Context: an optimization exercise on an open-source flow, tuned for small area. The choices shown serve that exercise and are no tape-out recipe. RTL that was checked went through simulation tests only; none was proved equivalent to the original. Power is estimated from default activity; no workload was simulated.

trial 79:
Design riscv_top, start of the top module:
module riscv_top(
    input clk,
    input rst_n,
    output [31:0] imem_addr,
    input  [31:0] imem_data,
    output [31:0] dmem_addr,
    output [31:0] dmem_wdata,
    output        dmem_we,
    input  [31:0] dmem_rdata,
    output        wb_en,
    output [4:0]  wb_rd,
    output [31:0] wb_data
    );
wire [31:0] ins = imem_data;
wire [6:0] op = ins[6:0];
wire [2:0] f3 = ins[14:12];
wire [4:0] rs1 = ins[19:15];
wire [4:0] rs2 = ins[24:20];
wire [4:0] rd  = ins[11:7];
wire lo    = op[1] & op[0] & ~op[3];
wire Rtype = lo & ~op[6] &  op[5] &  op[4] & ~op[2];
wire Itype = lo & ~op[6] & ~op[5] &  op[4] & ~op[2];
wire lui   = lo & ~op[6] &  op[5] &  op[4] &  op[2];
wire load  = lo & ~op[6] & ~op[5] & ~op[4] & ~op[2];
wire store = lo & ~op[6] &  op[5] & ~op[4] & ~op[2];
wire beq   = lo &  op[6] &  op[5] & ~op[4] & ~op[2] & (f3 == 3'b000);
wire jal   = op[1] & op[0] & op[6] & op[5] & ~op[4] & op[3] & op[2];
wire [32*31-1:0] regs;
genvar gi;
generate
for (gi = 1; gi < 32; gi = gi + 1) begin : rf
    reg [31:0] r;
    always @(posedge clk)
        if (wb_en && rd == gi)
            r <= wb_data;
    assign regs[32*(gi-1) +: 32] = r;
end
endgenerate
wire [31:0] rdata1, rdata2;
register_set_32 rport1(.raddr(rs1), .regs(regs), .rdata(rdata1));
register_set_32 rport2(.raddr(rs2), .regs(regs), .rdata(rdata2));
wire b_rs2 = op[5] & (op[4] | op[6]);
wire st_imm = op[5] & ~op[4];
wire [31:0] imm_is = {{20{ins[31]}}, ins[31:25], st_imm ? ins[11:7] : ins[24:20]};
wire [31:0] alu_b = b_rs2 ? rdata2 : imm_is;
wire sub = op[4] & f3[1];
wire [31:0] sum, pr;
wire cout;
  ...
clock: 13.0 ns
lec_check: 0
cap_margin: 20
core_margin: 2
core_utilization: 55
place_density: 0.7
slew_margin: 20
synth_hierarchical: 1
standard.sh (not shown) runs the stock make flow with config.mk's settings and CLKGATE_MAP_FILE= SYNTH_SCRIPT=/design/flow/synth_recipe.tcl, a recipe that flattens the netlist after the stock synthesis.
==> flow/flow/run.sh <==
#!/bin/bash
# Own layout flow: the standard ORFS flow (standard.sh, unchanged synthesis),
# with small port buffers and a clock tree of clkbuf_8 without dummy loads.
set -euo pipefail
cd "$(dirname "$0")/.."
export BUFFER_PORTS_ARGS="-buffer_cell sky130_fd_sc_hd__buf_1"
export CTS_ARGS="-sink_clustering_enable -repair_clock_nets -dont_use_dummy_load -buf_list sky130_fd_sc_hd__clkbuf_8 -sink_clustering_size 16 -sink_clustering_max_diameter 60"
bash standard.sh finish > run_standard.log 2>&1
Trial 79 reached the final stage; the timing, DRC and antenna checks on its layout passed.
Setup changes, trial 79 to build 72
- changing CAP_MARGIN from 20 to 5
- changing PLACE_DENSITY from 0.7 to 0.65
- changing CORE_UTILIZATION from 55 to 45
- changing SLEW_MARGIN from 20 to 5
--- outcome ---
Diff build 72 and trial 79: post-layout utilization of the core lower in build 72
Trial 79 has lower buffer and inverter count on the worst path than build 72.
Diff trial 79..build 72 | number of buffers inserted to repair setup after CTS | unchanged
Re wire length: build 72 and trial 79 aren't equal, and the higher value belongs to build 72.
When build 72 is measured against trial 79, its power consumption turns out 0.42% lower.
In build 72, fraction of the cycle the final worst path needs is lower than in trial 79.
Taking trial 79 as the reference point, the flop-to-flop setup slack of build 72 falls by 180 ps.
Diff build 72..trial 79 | footprint of the flip-flops and latches | unchanged
From trial 79 to build 72 the numbers moved as follows: vertical die dimension rose by 10%; via count has decreased; sequential share of cell area decreased by 0.30 points relative to the old numbers.
Function was not checked in any run of this note: the RTL went through the layout flow alone.

========
the reference run:
Another version of the RTL of riscv_top (not shown whole).
For scale: roughly 3700 cells after synthesis, roughly 200 I/O pins.
==> flow/config.mk <==
export PLATFORM = sky130hd
export DESIGN_NAME = riscv_top
export DESIGN_NICKNAME = riscv_top
export VERILOG_FILES = /design/flow/design.v
export SDC_FILE = /design/flow/constraint.sdc
export NUM_CORES = 4
export LEC_CHECK = 0
export CAP_MARGIN = 5
export CORE_MARGIN = 2
export CORE_UTILIZATION = 60
export PLACE_DENSITY = 0.85
export SLEW_MARGIN = 5
export SYNTH_HIERARCHICAL = 1
==> flow/constraint.sdc <==
create_clock -name core_clock -period 13.0 [get_ports {clk}]
set_input_delay 2.6000 -clock core_clock [delete_from_list [all_inputs] [get_ports {clk}]]
set_output_delay 2.6000 -clock core_clock [all_outputs]
set_load 0.01 [all_outputs]
==> flow/flow/run.sh <==
#!/bin/bash
# Own layout flow: the standard ORFS flow (standard.sh, unchanged synthesis),
# with small port buffers and a clock tree of clkbuf_8 without dummy loads.
set -euo pipefail
cd "$(dirname "$0")/.."
export BUFFER_PORTS_ARGS="-buffer_cell sky130_fd_sc_hd__buf_1"
export CTS_ARGS="-sink_clustering_enable -repair_clock_nets -dont_use_dummy_load -buf_list sky130_fd_sc_hd__clkbuf_8 -sink_clustering_size 16 -sink_clustering_max_diameter 70"
bash standard.sh finish > run_standard.log 2>&1
The reference run completed; timing, DRC and antenna clean
## Diff of input files: the trial run against the reference run
Settings: CORE_UTILIZATION: 60 -> 45; PLACE_DENSITY: 0.85 -> 0.65.
## What came out
- Total vias in the final route (lower): the trial run
- The trial run against the reference run: combinational group share of total power rose by 0.2 points, setup slack shows a reduction of 29 ps, global-route usage shows a reduction of 8.8 points.
- [compare] base=the reference run new=the trial run: number of rows in the core area moved up; number of buffers inserted for hold repair after clock tree synthesis level; footprint of the multi-input gates moved up.
- Relative to the reference run, post-route worst hold slack decreased by 8.0 ps in the trial run.
- Power: the trial run draws more than the reference run
- Die area: the trial run > the reference run

==> what the ideal ports hide <==
The flow's constraints put no driver on any port. The routed layouts listed below were extracted and timed again, unchanged, in two steps.
Step 1 assumes that a clkbuf_16 drives the clock port and a buf_2 every other input.
Step 2 moves the port delays by t, midway between the first and last clock arrival at a register: inputs arrive t later, outputs are due t later. That takes back most of the time a late clock gives input paths.
a / b / c = ideal ports / drivers / drivers and shift; a / b = the first two.
run | t, ns | setup WS [ns] | worst setup path after step 2 | worst register clock-pin slew, ns
trial 79 | 0.780 | 0.314 / 0.282 / 0.282 | input to output | 0.11 / 0.11
build 72 | 0.804 | 0.433 / 0.396 / 0.396 | input to output | 0.11 / 0.11
the reference run | 0.808 | 0.727 / 0.610 / 0.198 | input to register | 0.11 / 0.11
the trial run | 0.825 | 0.698 / 0.668 / 0.668 | input to output | 0.12 / 0.12
After both steps every run listed still meets setup and hold. The setup slack of the reference run, which loses most, moves by -0.117 ns with the drivers and by -0.529 ns with both steps.
